Context: an optimization exercise on an open-source flow, tuned for small area, a short achievable clock period and few clock cycles. The choices shown serve that exercise and are no tape-out recipe.
Only simulation tests tie the RTL to the original design; equivalence was not proved.
Power figures rest on the tool's default switching activity, not on a simulated workload.

==> inputs of juniper <==
## booth_mul
module booth_mul(clk, rst, start, data_in, done, product);
  input clk, rst, start;
  input [31:0] data_in;
  output done;
  output [63:0] product;
  reg [31:0] M;              
  reg [31:0] Q;              
  reg [33:0] AS, AC;         
  reg [7:0] L1, L2;          
  reg [3:0] ONE, TWO, NEG;   
  reg        s_lm, s_lq, s_st, s_f1, s_fin, s_dn;
  reg [1:0] cnt;
  assign done = s_dn;
  assign product = {M, Q};
  wire idle = ~(s_lm | s_lq | s_st | s_fin);
  wire [8:0] nx = s_lq ? {data_in[7:0], 1'b0} : Q[15:7];
  wire nb0_2 = nx[2], nb0_1 = nx[1], nb0_0 = nx[0];
  wire nb1_2 = nx[4], nb1_1 = nx[3], nb1_0 = nx[2];
  wire nb2_2 = nx[6], nb2_1 = nx[5], nb2_0 = nx[4];
  wire nb3_2 = nx[8], nb3_1 = nx[7], nb3_0 = nx[6];
  wire [3:0] n_one = {nb3_1 ^ nb3_0, nb2_1 ^ nb2_0, nb1_1 ^ nb1_0, nb0_1 ^ nb0_0};
  wire [3:0] n_two = {(nb3_2 & ~nb3_1 & ~nb3_0) | (~nb3_2 & nb3_1 & nb3_0), (nb2_2 & ~nb2_1 & ~nb2_0) | (~nb2_2 & nb2_1 & nb2_0), (nb1_2 & ~nb1_1 & ~nb1_0) | (~nb1_2 & nb1_1 & nb1_0), (nb0_2 & ~nb0_1 & ~nb0_0) | (~nb0_2 & nb0_1 & nb0_0)};
  wire [3:0] n_neg = {nb3_2 & ~(nb3_1 & nb3_0), nb2_2 & ~(nb2_1 & nb2_0), nb1_2 & ~(nb1_1 & nb1_0), nb0_2 & ~(nb0_1 & nb0_0)};
  wire [33:0] as_i = s_f1 ? {1'b1, 33'd0} : AS;
  wire [33:0] ac_i = s_f1 ? 34'd0 : AC;
  wire [8:0] lo = s_f1 ? 9'd0 : L1 + L2;
  wire loc = lo[8];
  wire [31:0] mx = M;
  wire [32:0] x0 = {mx[31], mx} ^ {33{NEG[0]}};
  wire [33:0] pp0;
  assign pp0[32:0] = ({33{ONE[0]}} & x0) | ({33{TWO[0]}} & {x0[31:0], NEG[0]});
  assign pp0[33] = ~pp0[32];
  wire [32:0] x1 = {mx[31], mx} ^ {33{NEG[1]}};
  wire [33:0] pp1;
  assign pp1[32:0] = ({33{ONE[1]}} & x1) | ({33{TWO[1]}} & {x1[31:0], NEG[1]});
  assign pp1[33] = ~pp1[32];
  wire [32:0] x2 = {mx[31], mx} ^ {33{NEG[2]}};
  wire [33:0] pp2;
  assign pp2[32:0] = ({33{ONE[2]}} & x2) | ({33{TWO[2]}} & {x2[31:0], NEG[2]});
  assign pp2[33] = ~pp2[32];
  wire [32:0] x3 = {mx[31], mx} ^ {33{NEG[3]}};
  wire [33:0] pp3;
  assign pp3[32:0] = ({33{ONE[3]}} & x3) | ({33{TWO[3]}} & {x3[31:0], NEG[3]});
  assign pp3[33] = ~pp3[32];
  ...
==> flow/config.mk <==
export PLATFORM = sky130hd
export DESIGN_NAME = booth_mul
export DESIGN_NICKNAME = booth_mul
export VERILOG_FILES = /design/flow/design.v
export SDC_FILE = /design/flow/constraint.sdc
export NUM_CORES = 4
export LEC_CHECK = 0
export CAP_MARGIN = 20
export CORE_MARGIN = 2
export CORE_UTILIZATION = 50
export CTS_BUF_LIST = sky130_fd_sc_hd__clkbuf_4 sky130_fd_sc_hd__clkbuf_8
export PLACE_DENSITY = 0.7
export SETUP_SLACK_MARGIN = 2.0
export SLEW_MARGIN = 20
==> flow/constraint.sdc <==
create_clock -name core_clock -period 5.0 [get_ports {clk}]
set_input_delay 1.0000 -clock core_clock [delete_from_list [all_inputs] [get_ports {clk}]]
set_output_delay 1.0000 -clock core_clock [all_outputs]
set_load 0.01 [all_outputs]
standard.sh (not shown) runs the stock make flow with config.mk's settings and CLKGATE_MAP_FILE= SYNTH_SCRIPT=/design/flow/synth_recipe.tcl, a recipe that flattens the netlist after the stock synthesis.
==> flow/flow/run.sh <==
#!/bin/bash
# Own layout flow: the standard layout (standard.sh), with the input and
# output ports buffered by sky130_fd_sc_hd__buf_2 instead of the cell
# buffer_ports picks by default. Everything else is the standard flow.
# Runs in the standard flow's work folder; each tool's output goes to a log file here.
set -euo pipefail
work=$(pwd)
cp config.mk flow_config.mk
echo "export BUFFER_PORTS_ARGS = -buffer_cell sky130_fd_sc_hd__buf_2" >> flow_config.mk
sed "s#${work}/config.mk#${work}/flow_config.mk#g; s#DESIGN_CONFIG=config.mk#DESIGN_CONFIG=${work}/flow_config.mk#g" standard.sh > flow_standard.sh
grep -q flow_config.mk flow_standard.sh
bash flow_standard.sh > flow_standard.log 2>&1
==> raven (differences from juniper) <==
--- a/flow/design.v
+++ b/flow/design.v
@@ -4,32 +4,34 @@
   output done;
   output [63:0] product;
   reg [31:0] M;              
   reg [31:0] Q;              
   reg [33:0] AS, AC;         
   reg [7:0] L1, L2;          
   reg [3:0] ONE, TWO, NEG;   
-  reg        s_lm, s_lq, s_st, s_f1, s_fin, s_dn;
-  reg [1:0] cnt;
+  reg        s_lm, s_lq, s_fin, s_dn;
+  reg [3:0] st;             
   assign done = s_dn;
   assign product = {M, Q};
+  wire s_st = |st;
   wire idle = ~(s_lm | s_lq | s_st | s_fin);
-  wire [8:0] nx = s_lq ? {data_in[7:0], 1'b0} : Q[15:7];
+  reg g;
+  wire [8:0] nx = s_lm ? {data_in[7:0], 1'b0} : Q[15:7];
   wire nb0_2 = nx[2], nb0_1 = nx[1], nb0_0 = nx[0];
   wire nb1_2 = nx[4], nb1_1 = nx[3], nb1_0 = nx[2];
   wire nb2_2 = nx[6], nb2_1 = nx[5], nb2_0 = nx[4];
   wire nb3_2 = nx[8], nb3_1 = nx[7], nb3_0 = nx[6];
   wire [3:0] n_one = {nb3_1 ^ nb3_0, nb2_1 ^ nb2_0, nb1_1 ^ nb1_0, nb0_1 ^ nb0_0};
   wire [3:0] n_two = {(nb3_2 & ~nb3_1 & ~nb3_0) | (~nb3_2 & nb3_1 & nb3_0), (nb2_2 & ~nb2_1 & ~nb2_0) | (~nb2_2 & nb2_1 & nb2_0), (nb1_2 & ~nb1_1 & ~nb1_0) | (~nb1_2 & nb1_1 & nb1_0), (nb0_2 & ~nb0_1 & ~nb0_0) | (~nb0_2 & nb0_1 & nb0_0)};
   wire [3:0] n_neg = {nb3_2 & ~(nb3_1 & nb3_0), nb2_2 & ~(nb2_1 & nb2_0), nb1_2 & ~(nb1_1 & nb1_0), nb0_2 & ~(nb0_1 & nb0_0)};
-  wire [33:0] as_i = s_f1 ? {1'b1, 33'd0} : AS;
-  wire [33:0] ac_i = s_f1 ? 34'd0 : AC;
-  wire [8:0] lo = s_f1 ? 9'd0 : L1 + L2;
+  wire [33:0] as_i = g ? {1'b1, 33'd0} : AS;
+  wire [33:0] ac_i = g ? 34'd0 : AC;
+  wire [8:0] lo = g ? 9'd0 : L1 + L2;
   wire loc = lo[8];
-  wire [31:0] mx = M;
+  wire [31:0] mx = st[0] ? data_in : M;
   wire [32:0] x0 = {mx[31], mx} ^ {33{NEG[0]}};
   wire [33:0] pp0;
   assign pp0[32:0] = ({33{ONE[0]}} & x0) | ({33{TWO[0]}} & {x0[31:0], NEG[0]});
   assign pp0[33] = ~pp0[32];
   wire [32:0] x1 = {mx[31], mx} ^ {33{NEG[1]}};
   wire [33:0] pp1;
   assign pp1[32:0] = ({33{ONE[1]}} & x1) | ({33{TWO[1]}} & {x1[31:0], NEG[1]});
@@ -379,40 +381,36 @@
   wire [7:0] t_l2 = {s269, s267, s265, s263, s261, s259, s257, s255};
   wire [33:0] t_h1 = {1'b0, 1'b1, pp3[33], s331, s329, s327, k324, k322, k320, k318, k316, k314, k312, k310, k308, k306, k304, k302, k300, k298, k296, k294, k292, k290, k288, k286, k284, k282, k280, k278, k276, k274, k272, k270};
   wire [33:0] t_h2 = {1'b0, 1'b0, k332, k330, k328, k326, s325, s323, s321, s319, s317, s315, s313, s311, s309, s307, s305, s303, s301, s299, s297, s295, s293, s291, s289, s287, s285, s283, s281, s279, s277, s275, s273, s271};
   wire [39:0] fsum;
   fadd u_fadd(.x({AS[31:0], L1}), .y({AC[31:0], L2}), .s(fsum));
   always @(posedge clk) begin
     if (rst) begin
-      s_lm <= 1'b0; s_lq <= 1'b0; s_st <= 1'b0; s_f1 <= 1'b0; s_fin <= 1'b0; s_dn <= 1'b0;
+      s_lm <= 1'b0; s_lq <= 1'b0; st <= 4'd0; s_fin <= 1'b0; s_dn <= 1'b0; g <= 1'b1;
     end else begin
       s_lm <= idle & start;
-      s_lq <= s_lm;
-      s_st <= s_lq | (s_st & (cnt != 2'd3));
-      s_f1 <= s_lq;
-      s_fin <= s_st & (cnt == 2'd3);
+      s_lq <= 1'b0;
+      st <= {st[2:0], s_lm};
+      s_fin <= st[3];
+      g <= ~s_st;
       if (idle & start) s_dn <= 1'b0;
       else if (s_fin) s_dn <= 1'b1;
     end
   end
   always @(posedge clk) begin
-    if (s_lq) cnt <= 2'd0;
-    else if (s_st) cnt <= cnt + 2'd1;
-  end
-  always @(posedge clk) begin
     ONE <= n_one; TWO <= n_two; NEG <= n_neg;
     AS <= t_h1; AC <= t_h2;
     L1 <= t_l1; L2 <= t_l2;
   end
   always @(posedge clk) begin
-    if (s_lm) M <= data_in;
+    if (s_st) M <= mx;
     else if (s_fin) M <= fsum[39:8];
   end
   always @(posedge clk) begin
-    if (s_lq) Q <= data_in;
+    if (s_lm) Q <= data_in;
     else if (s_st | s_fin) Q <= {lo[7:0], Q[31:8]};
   end
 endmodule
 module fadd_p(input [39:0] x, y, input cin, output [40:0] s);
   wire [39:0] g0 = x & y;
   wire [39:0] p0 = x ^ y;
   wire G1 = g0[0] | (p0[0] & cin);
- CTS_BUF_LIST: sky130_fd_sc_hd__clkbuf_4 sky130_fd_sc_hd__clkbuf_8 -> unset
- SETUP_SLACK_MARGIN: 2.0 -> 1.8
==> run summary <==
item	raven	juniper
Count of unique library cells instantiated by Yosys	60	64
Fraction of power consumed by the clock network	13.4%	8.7%
Overall Global Routing Usage	28.6%	29.1%
Peak per-stage delay on the critical path	0.51 ns	0.54 ns
Share of the synthesized netlist area taken by xor and xnor gates	5.29%	3.59%
Sequential share of power	24.6%	24.3%
Outcome	no timing/DRC/antenna violations	no timing/DRC/antenna violations
Via count normalized by instance count	6.18	6.23
Die Footprint	0.0299 sq mm	0.0291 sq mm
Minimum setup slack among reg-to-reg paths	1.79 ns	2.03 ns
Max Clock Skew	0.0197 ns	0.0191 ns
Layout filler cell count	2323	2439
Smallest hold slack	0.483 ns	0.504 ns
Power attributed to sequential cells	2.63 mW	2.94 mW
Die outline width	173 um	171 um
Endpoint of the worst-slack reg-to-reg timing path	AC[6]$_DFF_P_	L2[7]$_DFF_P_
Synthesized netlist net count	1649	1670
Total vias in the final route	11.7k	11.6k
Relative max-transition margin	21.6%	35.9%
Worst Min Path Start	st[2]$_SDFF_PP0_	s_st$_SDFF_PP0_
Testbench counts of juniper, summed over its fixed seeds: cycles 12,800.
Testbench counts of raven, summed over its fixed seeds: cycles 11,200.

[port drivers added, routing unchanged]
Ports are ideal in the flow. The routed layouts listed here were re-timed in OpenROAD.
Step 1 (the two cells are an assumption about what drives the block):
set clk [get_ports {clk}]
set_driving_cell -lib_cell sky130_fd_sc_hd__clkbuf_16 $clk
set_driving_cell -lib_cell sky130_fd_sc_hd__buf_2 [delete_from_list [all_inputs] $clk]
Step 2, shift: input delay + t, output delay - t, t = (earliest + latest rising clock arrival at the registers) / 2. This alone moves slack from input paths to output paths.
Slacks: ideal ports / drivers / drivers and shift; pairs: ideal ports / drivers.
| run | shift t [ns] | setup slack, ns | worst setup path after step 2 | worst slew at a driven data input, ns |
|---|---|---|---|---|
| juniper | 0.548 | 2.031 / 2.031 / 2.031 | register to register | 0.03 |
| raven | 0.493 | 1.789 / 1.789 / 1.433 | input to register | 0.04 |
After both steps every run listed still meets setup and hold. For raven, which loses most, drivers alone change the setup slack by 0.000 ns; drivers and shift together by -0.356 ns.
